Source: an optimization exercise on an open RTL-to-GDS flow (aim: small area). Production flows keep margins and buffers that such runs may drop. Only simulation tests tie the RTL to the original design; equivalence was not proved. The clock input has no modelled driver; a real chip could not lean on it and would need a root buffer or a full tree. Power and IR drop assume default switching activity.

== JK ==
==> flow/design.v <==
`timescale 1 ns / 1 ps
module fdi_core
(
  input  wire         clk,
  input  wire         aresetn,
  input  wire [15:0]  tx_cfg_i,
  input  wire         dac_locked_i,
  input  wire         dac_valid_i,
  output wire         tx_flag_o,
  output wire         dac_rst_o,
  output wire [13:0]  dac_dat_a_o,
  output wire [13:0]  dac_dat_b_o,
  input  wire [13:0]  adc_dat_a_i,
  input  wire         adc_valid_i,
  output wire         daq_done_o,
  output wire [15:0]  bram_addr_o,
  output wire [15:0]  bram_wrdata_o,
  output wire         bram_we_o
);
  wire       rst   = ~aresetn;
  wire       srst  = tx_cfg_i[15];
  wire       en    = tx_cfg_i[14];
  wire [2:0] ord   = tx_cfg_i[13:11];
  wire [2:0] rep_i = tx_cfg_i[10:8];
  wire [7:0] sel   = tx_cfg_i[7:0];
  reg       en_last;
  reg       pos;
  reg       busy;
  reg       div_clk;
  reg [7:0] cnt;
  reg [2:0] rep_cnt;
  reg [12:0] p;
  wire match = (cnt == sel);
  always @(posedge clk) begin
    if (rst) begin
      cnt     <= 8'd1;
      div_clk <= 1'b0;
    end else begin
      cnt     <= match ? 8'd1 : cnt + 8'd1;
      div_clk <= match;
    end
  end
  reg tap;
  always @* begin
    case (ord)
      3'd0: tap = p[1];
      3'd1: tap = p[1];
      3'd2: tap = p[2] ^ p[3] ^ p[4];
      3'd3: tap = p[4];
      3'd4: tap = p[3];
      3'd5: tap = p[2];
      3'd6: tap = p[6] ^ p[8] ^ p[11];
      default: tap = p[9] ^ p[10] ^ p[12];
    endcase
  end
  wire fb = ~(p[0] ^ tap);
  wire [7:0] ins = 8'd1 << ord;                
  wire [12:0] p_shift = {1'b0, p[12:1]} | ({13{fb}} & {ins, 5'd0});
  wire zero  = (p == 13'd0);                   
  wire shift = pos & div_clk;
  wire last  = (rep_cnt == rep_i);
  wire wrap  = div_clk & busy & zero;          
  wire term  = wrap & last;                    
  always @(posedge clk) begin
    if (rst) begin
      en_last <= 1'b0;
      pos     <= 1'b0;
    end else begin
      en_last <= en;
      if (srst)
        pos <= 1'b0;
      else if (~en_last & en)
        pos <= 1'b1;
      else if (term)
        pos <= 1'b0;
    end
  end
  always @(posedge clk) begin
    if (rst | srst) begin
      busy    <= 1'b0;
      p       <= 13'd0;
      rep_cnt <= 3'd1;
    end else if (shift) begin
      busy <= ~term;
      p    <= p_shift;
      if (wrap)
        rep_cnt <= last ? 3'd1 : rep_cnt + 3'd1;
    end
  end
  assign tx_flag_o = busy;
  wire dac_ok = dac_locked_i & dac_valid_i;
  reg  dac_rst_r, dac_a_hi, busy_d;
  always @(posedge clk) begin
    dac_rst_r <= ~dac_ok;
    dac_a_hi  <= dac_ok & ~(busy & p[1]);
    busy_d    <= busy;
  end
  assign dac_rst_o   = dac_rst_r;
  assign dac_dat_a_o = {dac_a_hi, 1'b0, {12{~dac_rst_r & busy_d}}};
  assign dac_dat_b_o = {~dac_rst_r & ~busy_d, 1'b0, {12{~dac_rst_r}}};
  reg [13:0] adc_r;
  always @(posedge clk)
    adc_r <= adc_dat_a_i;
  reg        ntrig;
  reg        done;
  reg        done_r;
  reg [16:0] r;
  localparam [16:0] R_END = 17'h15402;    
  wire trig = ~ntrig;
  wire idle = ntrig & ~done;
  wire r_end;
  always @(posedge clk) begin
    if (rst) begin
      ntrig  <= 1'b1;
      done   <= 1'b0;
      done_r <= 1'b0;
    end else begin
      done_r <= done;
      if (idle & tx_flag_o)
        ntrig <= 1'b0;
      else if (trig & r_end) begin
        ntrig <= 1'b1;
        done  <= 1'b1;
      end else if (done & ~tx_flag_o)
        done  <= 1'b0;
    end
  end
  always @(posedge clk)
    r <= ntrig ? 17'd0 : {~r[15:0], ~(r[16] ^ r[13])};
  assign r_end = (r == R_END);
  reg [15:0] addr;
  reg [15:0] wdata;
  reg        we;
  always @(posedge clk) begin
    if (rst | idle)
      addr <= 16'd0;
    else if (adc_valid_i)
      addr <= addr + 16'd1;
  end
  always @(posedge clk) begin
    we    <= trig & adc_valid_i;
    wdata <= ~(trig & adc_valid_i) ? 16'd0 :
             tx_flag_o ? {{3{adc_r[13]}}, ~adc_r[12:0]} : 16'h7FFF;
  end
  assign daq_done_o    = done_r;
  assign bram_addr_o   = addr;
  assign bram_wrdata_o = wdata;
  assign bram_we_o     = we;
endmodule
==> flow/config.mk <==
export PLATFORM = sky130hd
export DESIGN_NAME = fdi_core
export DESIGN_NICKNAME = fdi_core
export VERILOG_FILES = /design/flow/design.v
export SDC_FILE = /design/flow/constraint.sdc
export NUM_CORES = 4
export LEC_CHECK = 0
export CAP_MARGIN = 20
export CORE_MARGIN = 2
export CORE_UTILIZATION = 40
export SLEW_MARGIN = 20
==> flow/constraint.sdc <==
create_clock -name core_clock -period 8.0 [get_ports {clk}]
set_input_delay 1.6000 -clock core_clock [delete_from_list [all_inputs] [get_ports {clk}]]
set_output_delay 1.6000 -clock core_clock [all_outputs]
set_load 0.01 [all_outputs]
standard.sh (not shown) runs the stock make flow with config.mk's settings and CLKGATE_MAP_FILE= SYNTH_SCRIPT=/design/flow/synth_recipe.tcl, a recipe that flattens the netlist after the stock synthesis.
==> flow/flow/run.sh <==
#!/bin/bash
# Layout flow: the standard synthesis, then an area-oriented re-mapping of
# the combinational logic between the unchanged flip-flops (same instances,
# names and cell type; the smallest of a few ABC scripts is kept), then the
# standard ORFS layout with the ports buffered by the smallest buffer and the
# clock tree rebuilt with fewer buffers (flow/clocktree.tcl).
set -euo pipefail
WORK=$(pwd)
PLAT=$FLOW_HOME/platforms/sky130hd
LIB=$PLAT/lib/sky130_fd_sc_hd__tt_025C_1v80.lib
RES=$WORK/orfs/results/sky130hd/fdi_core/base
YOSYS=$(command -v yosys || echo "$FLOW_HOME/../tools/install/yosys/bin/yosys")

KNOBS=(
  BUFFER_PORTS_ARGS="-buffer_cell sky130_fd_sc_hd__buf_1"
  CTS_ARGS="-sink_clustering_enable -repair_clock_nets -dont_use_dummy_load"
  POST_CTS_TCL="$(pwd)/flow/clocktree.tcl"
  CLK_LEAVES=6
  CLK_LEAF_CELL=sky130_fd_sc_hd__inv_8
  CLK_ROOT_CELL=sky130_fd_sc_hd__inv_6
)

# 1. standard synthesis
bash standard.sh "${KNOBS[@]}" synth > make_synth.log 2>&1
cp "$RES/1_2_yosys.v" "$WORK/std_netlist.v"

# 2. re-map the combinational logic for area
DONT_USE=$(sed -n '/DONT_USE_CELLS += /,/^#/p' "$PLAT/config.mk" | grep -oE 'sky130_fd_sc_hd__[a-z0-9_]+' | sed 's/^/-dont_use /' | tr '\n' ' ')
best=""; best_area=""
for s in "$WORK"/flow/area*.abc; do
  n=$(basename "$s" .abc)
  cat > "$WORK/reopt_$n.ys" <<EOS
read_liberty -ignore_miss_func $LIB
blackbox sky130_fd_sc_hd__dfxtp_1
read_verilog $WORK/std_netlist.v
hierarchy -top $FLOW_TOP
flatten
opt -purge
abc -liberty $LIB $DONT_USE -script $s
read_liberty -lib -ignore_redef $LIB
opt_clean -purge
splitnets
opt_clean -purge
hilomap -singleton -hicell sky130_fd_sc_hd__conb_1 HI -locell sky130_fd_sc_hd__conb_1 LO
insbuf -buf sky130_fd_sc_hd__buf_4 A X
tee -o $WORK/reopt_$n.stat stat -liberty $LIB
check -assert -mapped
write_verilog -nohex -nodec $WORK/reopt_$n.v
EOS
  if "$YOSYS" -s "$WORK/reopt_$n.ys" > "yosys_reopt_$n.log" 2>&1; then
    a=$(grep -oE "Chip area for module .*: [0-9.]+" "$WORK/reopt_$n.stat" | grep -oE "[0-9.]+$")
    echo "$n $a" >> reopt_areas.log
    if [[ -z "$best" ]] || awk "BEGIN{exit !($a < $best_area)}"; then best=$n; best_area=$a; fi
  fi
done
echo "chosen $best $best_area" >> reopt_areas.log

# the flip-flops must be exactly those of the standard synthesis
diff <(grep -E '^\s*sky130_fd_sc_hd__df' "$WORK/std_netlist.v" | sort) \
     <(grep -E '^\s*sky130_fd_sc_hd__df' "$WORK/reopt_$best.v" | sort) > ff_diff.log

cp "$WORK/reopt_$best.v" "$RES/1_2_yosys.v"
rm -f "$RES/1_synth.odb"

# 3. layout
bash standard.sh "${KNOBS[@]}" finish > make_finish.log 2>&1
==> flow/flow/clocktree.tcl <==
# Replace the clock tree that CTS built with a smaller one: the clock port
# drives one root buffer (or the leaf buffers directly), which drives
# CLK_LEAVES leaf buffers, each feeding one cluster of flip-flops (k-means on
# the flip-flop locations).
set nleaf [expr {[info exists ::env(CLK_LEAVES)] ? $::env(CLK_LEAVES) : 4}]
set leaf_cell [expr {[info exists ::env(CLK_LEAF_CELL)] ? $::env(CLK_LEAF_CELL) : "sky130_fd_sc_hd__clkbuf_8"}]
set root_cell [expr {[info exists ::env(CLK_ROOT_CELL)] ? $::env(CLK_ROOT_CELL) : ""}]

set db [ord::get_db]

proc pin_of {inst dir} {
  foreach it [$inst getITerms] {
    if {$dir eq "in" && [$it isInputSignal]} { return $it }
    if {$dir eq "out" && [$it isOutputSignal]} { return $it }
  }
  error "no $dir pin on [$inst getName]"
}
set block [ord::get_db_block]
set clk_net [[$block findBTerm clk] getNet]

# flip-flop clock pins
set sinks {}
foreach inst [$block getInsts] {
  if {[string match "sky130_fd_sc_hd__df*" [[$inst getMaster] getName]]} {
    lappend sinks [$inst findITerm CLK]
  }
}

# remove the CTS buffers and their nets
foreach inst [$block getInsts] {
  set m [[$inst getMaster] getName]
  if {[string match "sky130_fd_sc_hd__clkbuf*" $m] && [string match "clkbuf_*" [$inst getName]]} {
    odb::dbInst_destroy $inst
  }
}
foreach net [$block getNets] {
  if {$net ne $clk_net && [$net getSigType] eq "CLOCK" && [llength [$net getITerms]] == 0} {
    odb::dbNet_destroy $net
  }
}
foreach it $sinks { $it disconnect }

# k-means clusters of the flip-flops
set pts {}
foreach it $sinks {
  set b [[$it getInst] getBBox]
  lappend pts [list [expr {([$b xMin] + [$b xMax]) / 2}] [expr {([$b yMin] + [$b yMax]) / 2}]]
}
set n [llength $pts]
set sorted [lsort -integer -index 0 $pts]
set cent {}
for {set k 0} {$k < $nleaf} {incr k} {
  lappend cent [lindex $sorted [expr {int(($k + 0.5) * $n / $nleaf)}]]
}
for {set iter 0} {$iter < 50} {incr iter} {
  set assign {}
  foreach p $pts {
    set best 0; set bd 1e30
    for {set k 0} {$k < $nleaf} {incr k} {
      set c [lindex $cent $k]
      set d [expr {abs([lindex $p 0] - [lindex $c 0]) + abs([lindex $p 1] - [lindex $c 1])}]
      if {$d < $bd} { set bd $d; set best $k }
    }
    lappend assign $best
  }
  set newc {}
  for {set k 0} {$k < $nleaf} {incr k} {
    set sx 0; set sy 0; set cnt 0
    foreach p $pts a $assign {
      if {$a == $k} { set sx [expr {$sx + [lindex $p 0]}]; set sy [expr {$sy + [lindex $p 1]}]; incr cnt }
    }
    if {$cnt > 0} { lappend newc [list [expr {$sx / $cnt}] [expr {$sy / $cnt}]] } else { lappend newc [lindex $cent $k] }
  }
  set cent $newc
}

# balance: assign each flip-flop to the nearest centre with room left, the
# flip-flops with the most to lose first
set cap [expr {($n + $nleaf - 1) / $nleaf}]
set order {}
set i 0
foreach p $pts {
  set ds {}
  foreach c $cent { lappend ds [expr {abs([lindex $p 0] - [lindex $c 0]) + abs([lindex $p 1] - [lindex $c 1])}] }
  set s [lsort -real $ds]
  lappend order [list $i [expr {[lindex $s 1] - [lindex $s 0]}] $ds]
  incr i
}
set room {}
for {set k 0} {$k < $nleaf} {incr k} { lappend room $cap }
set assign [lrepeat $n 0]
foreach o [lsort -real -decreasing -index 1 $order] {
  set ds [lindex $o 2]
  set best -1; set bd 1e30
  for {set k 0} {$k < $nleaf} {incr k} {
    if {[lindex $room $k] > 0 && [lindex $ds $k] < $bd} { set bd [lindex $ds $k]; set best $k }
  }
  lset assign [lindex $o 0] $best
  lset room $best [expr {[lindex $room $best] - 1}]
}
# centre of each balanced cluster
set newc {}
for {set k 0} {$k < $nleaf} {incr k} {
  set sx 0; set sy 0; set cnt 0
  foreach p $pts a $assign {
    if {$a == $k} { set sx [expr {$sx + [lindex $p 0]}]; set sy [expr {$sy + [lindex $p 1]}]; incr cnt }
  }
  lappend newc [list [expr {$sx / $cnt}] [expr {$sy / $cnt}]]
}
set cent $newc

# build the tree
set drv_net $clk_net
if {$root_cell ne ""} {
  set sx 0; set sy 0
  foreach c $cent { set sx [expr {$sx + [lindex $c 0]}]; set sy [expr {$sy + [lindex $c 1]}] }
  set root [odb::dbInst_create $block [$db findMaster $root_cell] clkroot]
  $root setLocation [expr {int($sx / $nleaf)}] [expr {int($sy / $nleaf)}]
  $root setPlacementStatus PLACED
  [pin_of $root in] connect $clk_net
  set drv_net [odb::dbNet_create $block clknet_root]
  $drv_net setSigType CLOCK
  [pin_of $root out] connect $drv_net
}
for {set k 0} {$k < $nleaf} {incr k} {
  set c [lindex $cent $k]
  set buf [odb::dbInst_create $block [$db findMaster $leaf_cell] clkleaf_$k]
  $buf setLocation [lindex $c 0] [lindex $c 1]
  $buf setPlacementStatus PLACED
  [pin_of $buf in] connect $drv_net
  set net [odb::dbNet_create $block clknet_leaf_$k]
  $net setSigType CLOCK
  [pin_of $buf out] connect $net
  set cnt 0
  foreach it $sinks a $assign {
    if {$a == $k} { $it connect $net; incr cnt }
  }
  puts "clock leaf $k: $cnt flip-flops"
}

detailed_placement
check_placement -verbose
estimate_parasitics -placement
report_clock_skew
report_check_types -max_slew -max_capacitance -violators
Other scripts of this flow, unchanged in this note and not shown: flow/flow/area1.abc, flow/flow/area2.abc, flow/flow/area3.abc
JK: PASS, flow complete, no timing, DRC or antenna violations
Setup changes, JK to MS
diff --git a/flow/flow/run.sh b/flow/flow/run.sh
--- a/flow/flow/run.sh
+++ b/flow/flow/run.sh
@@ -19,2 +19,2 @@
-  CLK_LEAF_CELL=sky130_fd_sc_hd__inv_8
-  CLK_ROOT_CELL=sky130_fd_sc_hd__inv_6
+  CLK_LEAF_CELL=sky130_fd_sc_hd__inv_6
+  CLK_ROOT_CELL=sky130_fd_sc_hd__inv_4
Notes after the runs:
JK and MS ended up with nearly the same register-to-register slack.
Between MS and JK, the total number of vias does not differ in any meaningful way.
Status: detail-routed net length per standard cell parity (MS, JK)
As far as transition time of the tightest slew-check pin is concerned, JK and MS perform about the same.
Comparing JK and MS, summed area of non-filler cells in the final layout is lower on MS.
Gate count after technology mapping came out exactly the same in JK and MS.
[compare] base=JK new=MS: wire length after detailed routing flat, power down 19 µW, die area flat, reported leakage power down 0.0092 nW.
Relative to MS, the following input files were edited for AL:
diff --git a/flow/flow/run.sh b/flow/flow/run.sh
--- a/flow/flow/run.sh
+++ b/flow/flow/run.sh
@@ -18,3 +18,3 @@
-  CLK_LEAVES=6
-  CLK_LEAF_CELL=sky130_fd_sc_hd__inv_6
-  CLK_ROOT_CELL=sky130_fd_sc_hd__inv_4
+  CLK_LEAVES=5
+  CLK_LEAF_CELL=sky130_fd_sc_hd__clkbuf_8
+  CLK_ROOT_CELL=sky130_fd_sc_hd__clkbuf_8
diff --git a/flow/flow/clocktree.tcl b/flow/flow/clocktree.tcl
--- a/flow/flow/clocktree.tcl
+++ b/flow/flow/clocktree.tcl
@@ -10,8 +9,0 @@
-
-proc pin_of {inst dir} {
-  foreach it [$inst getITerms] {
-    if {$dir eq "in" && [$it isInputSignal]} { return $it }
-    if {$dir eq "out" && [$it isOutputSignal]} { return $it }
-  }
-  error "no $dir pin on [$inst getName]"
-}
@@ -77,35 +68,0 @@
-# balance: assign each flip-flop to the nearest centre with room left, the
-# flip-flops with the most to lose first
-set cap [expr {($n + $nleaf - 1) / $nleaf}]
-set order {}
-set i 0
-foreach p $pts {
-  set ds {}
-  foreach c $cent { lappend ds [expr {abs([lindex $p 0] - [lindex $c 0]) + abs([lindex $p 1] - [lindex $c 1])}] }
-  set s [lsort -real $ds]
-  lappend order [list $i [expr {[lindex $s 1] - [lindex $s 0]}] $ds]
-  incr i
-}
-set room {}
-for {set k 0} {$k < $nleaf} {incr k} { lappend room $cap }
-set assign [lrepeat $n 0]
-foreach o [lsort -real -decreasing -index 1 $order] {
-  set ds [lindex $o 2]
-  set best -1; set bd 1e30
-  for {set k 0} {$k < $nleaf} {incr k} {
-    if {[lindex $room $k] > 0 && [lindex $ds $k] < $bd} { set bd [lindex $ds $k]; set best $k }
-  }
-  lset assign [lindex $o 0] $best
-  lset room $best [expr {[lindex $room $best] - 1}]
-}
-# centre of each balanced cluster
-set newc {}
-for {set k 0} {$k < $nleaf} {incr k} {
-  set sx 0; set sy 0; set cnt 0
-  foreach p $pts a $assign {
-    if {$a == $k} { set sx [expr {$sx + [lindex $p 0]}]; set sy [expr {$sy + [lindex $p 1]}]; incr cnt }
-  }
-  lappend newc [list [expr {$sx / $cnt}] [expr {$sy / $cnt}]]
-}
-set cent $newc
-
@@ -120 +77 @@
-  [pin_of $root in] connect $clk_net
+  [$root findITerm A] connect $clk_net
@@ -123 +80 @@
-  [pin_of $root out] connect $drv_net
+  [$root findITerm X] connect $drv_net
@@ -130 +87 @@
-  [pin_of $buf in] connect $drv_net
+  [$buf findITerm A] connect $drv_net
@@ -133 +90 @@
-  [pin_of $buf out] connect $net
+  [$buf findITerm X] connect $net
==> comparison <==
Row worst hold slack: AL lower / MS higher. Lower setup skew after layout was reported by MS, not AL. Diff MS and AL: shortest clock period the worst path allows after layout lower in AL. Delay of the slowest cell on the worst path: MS vs AL — no meaningful difference. [AL vs MS] power: higher in AL. Compared with MS, in AL met3 wire length has increased, average wire length per cell after detail routing has decreased.
Inputs modified between AL and TR:
diff --git a/flow/flow/run.sh b/flow/flow/run.sh
--- a/flow/flow/run.sh
+++ b/flow/flow/run.sh
@@ -18,3 +18,3 @@
-  CLK_LEAVES=5
-  CLK_LEAF_CELL=sky130_fd_sc_hd__clkbuf_8
-  CLK_ROOT_CELL=sky130_fd_sc_hd__clkbuf_8
+  CLK_LEAVES=4
+  CLK_LEAF_CELL=sky130_fd_sc_hd__inv_8
+  CLK_ROOT_CELL=sky130_fd_sc_hd__inv_4
diff --git a/flow/flow/clocktree.tcl b/flow/flow/clocktree.tcl
--- a/flow/flow/clocktree.tcl
+++ b/flow/flow/clocktree.tcl
@@ -9,0 +10,8 @@
+
+proc pin_of {inst dir} {
+  foreach it [$inst getITerms] {
+    if {$dir eq "in" && [$it isInputSignal]} { return $it }
+    if {$dir eq "out" && [$it isOutputSignal]} { return $it }
+  }
+  error "no $dir pin on [$inst getName]"
+}
@@ -68,0 +77,35 @@
+# balance: assign each flip-flop to the nearest centre with room left, the
+# flip-flops with the most to lose first
+set cap [expr {($n + $nleaf - 1) / $nleaf}]
+set order {}
+set i 0
+foreach p $pts {
+  set ds {}
+  foreach c $cent { lappend ds [expr {abs([lindex $p 0] - [lindex $c 0]) + abs([lindex $p 1] - [lindex $c 1])}] }
+  set s [lsort -real $ds]
+  lappend order [list $i [expr {[lindex $s 1] - [lindex $s 0]}] $ds]
+  incr i
+}
+set room {}
+for {set k 0} {$k < $nleaf} {incr k} { lappend room $cap }
+set assign [lrepeat $n 0]
+foreach o [lsort -real -decreasing -index 1 $order] {
+  set ds [lindex $o 2]
+  set best -1; set bd 1e30
+  for {set k 0} {$k < $nleaf} {incr k} {
+    if {[lindex $room $k] > 0 && [lindex $ds $k] < $bd} { set bd [lindex $ds $k]; set best $k }
+  }
+  lset assign [lindex $o 0] $best
+  lset room $best [expr {[lindex $room $best] - 1}]
+}
+# centre of each balanced cluster
+set newc {}
+for {set k 0} {$k < $nleaf} {incr k} {
+  set sx 0; set sy 0; set cnt 0
+  foreach p $pts a $assign {
+    if {$a == $k} { set sx [expr {$sx + [lindex $p 0]}]; set sy [expr {$sy + [lindex $p 1]}]; incr cnt }
+  }
+  lappend newc [list [expr {$sx / $cnt}] [expr {$sy / $cnt}]]
+}
+set cent $newc
+
@@ -77 +120 @@
-  [$root findITerm A] connect $clk_net
+  [pin_of $root in] connect $clk_net
@@ -80 +123 @@
-  [$root findITerm X] connect $drv_net
+  [pin_of $root out] connect $drv_net
@@ -87 +130 @@
-  [$buf findITerm A] connect $drv_net
+  [pin_of $buf in] connect $drv_net
@@ -90 +133 @@
-  [$buf findITerm X] connect $net
+  [pin_of $buf out] connect $net
- Compared TR vs AL, and clock network power share is down in TR.
- AL consumes more power than TR.
- Routed wire in TR totals more than in AL.
- Summary of TR over AL: global router's overall resource usage stayed essentially flat; worst hold-check slack rose by 0.028 ns; register-to-register slack fell by 0.03 ns; required time at the endpoint of the critical path fell by 0.13 ns; via density per instance rose by 0.65%.
- Diff AL -> TR: share of total power in sequential cells climbed 2.5 points, routed via count climbed 11, power per standard cell area lost 5.2 nW/µm².
Inputs modified between TR and PW:
- SLEW_MARGIN changed from 20 to 0
- CAP_MARGIN changed from 20 to 0
diff --git a/flow/flow/run.sh b/flow/flow/run.sh
--- a/flow/flow/run.sh
+++ b/flow/flow/run.sh
@@ -18 +18 @@
-  CLK_LEAVES=4
+  CLK_LEAVES=5
Results
Relative contribution of combinational cells to total power for PW is lower than for TR.
The net switching power figure reported for PW is greater than that of TR by 4.3%.
Comparing PW and TR, the higher share of power burned in registers is on TR.
PW: power per unit of standard cell area is about 1.5% higher than what TR reported.
On die boundary width, PW and TR are basically level.
Delta (PW minus TR): count of final setup violators saw little to no change; global-route usage held.
No run of this note takes its clock network from TritonCTS; it comes from the design's own scripts or RTL.

==> port drivers added, routing unchanged <==
The flow's constraints put no driver on any port. The routed layouts listed below were extracted and timed again, unchanged, in two steps. Step 1: set_driving_cell puts a clkbuf_16 on clk and a buf_2 on each other input, an assumption about the parent block. Step 2 also shifts input and output timing later by t, the mid clock arrival at the registers, as if the neighbouring blocks saw the same clock. Three values: ideal, step 1, step 2; two values: the first two.
run | t (ns) | slack for setup (ns) | worst setup path at the end | slew at the worst register clock pin (ns)
JK | 0.235 | 4.194 / 4.216 / 3.980 | input to register | 0.09 / 0.09
MS | 0.263 | 4.234 / 4.249 / 3.986 | input to register | 0.11 / 0.11
AL | 0.369 | 4.361 / 4.370 / 4.001 | input to register | 0.12 / 0.12
TR | 0.256 | 4.230 / 4.245 / 3.990 | input to register | 0.13 / 0.13
PW | 0.272 | 4.218 / 4.233 / 3.961 | input to register | 0.11 / 0.11
After both steps setup and hold are still met in every run listed. For AL, which loses most, drivers alone change the setup slack by +0.009 ns; drivers and shift together by -0.360 ns.
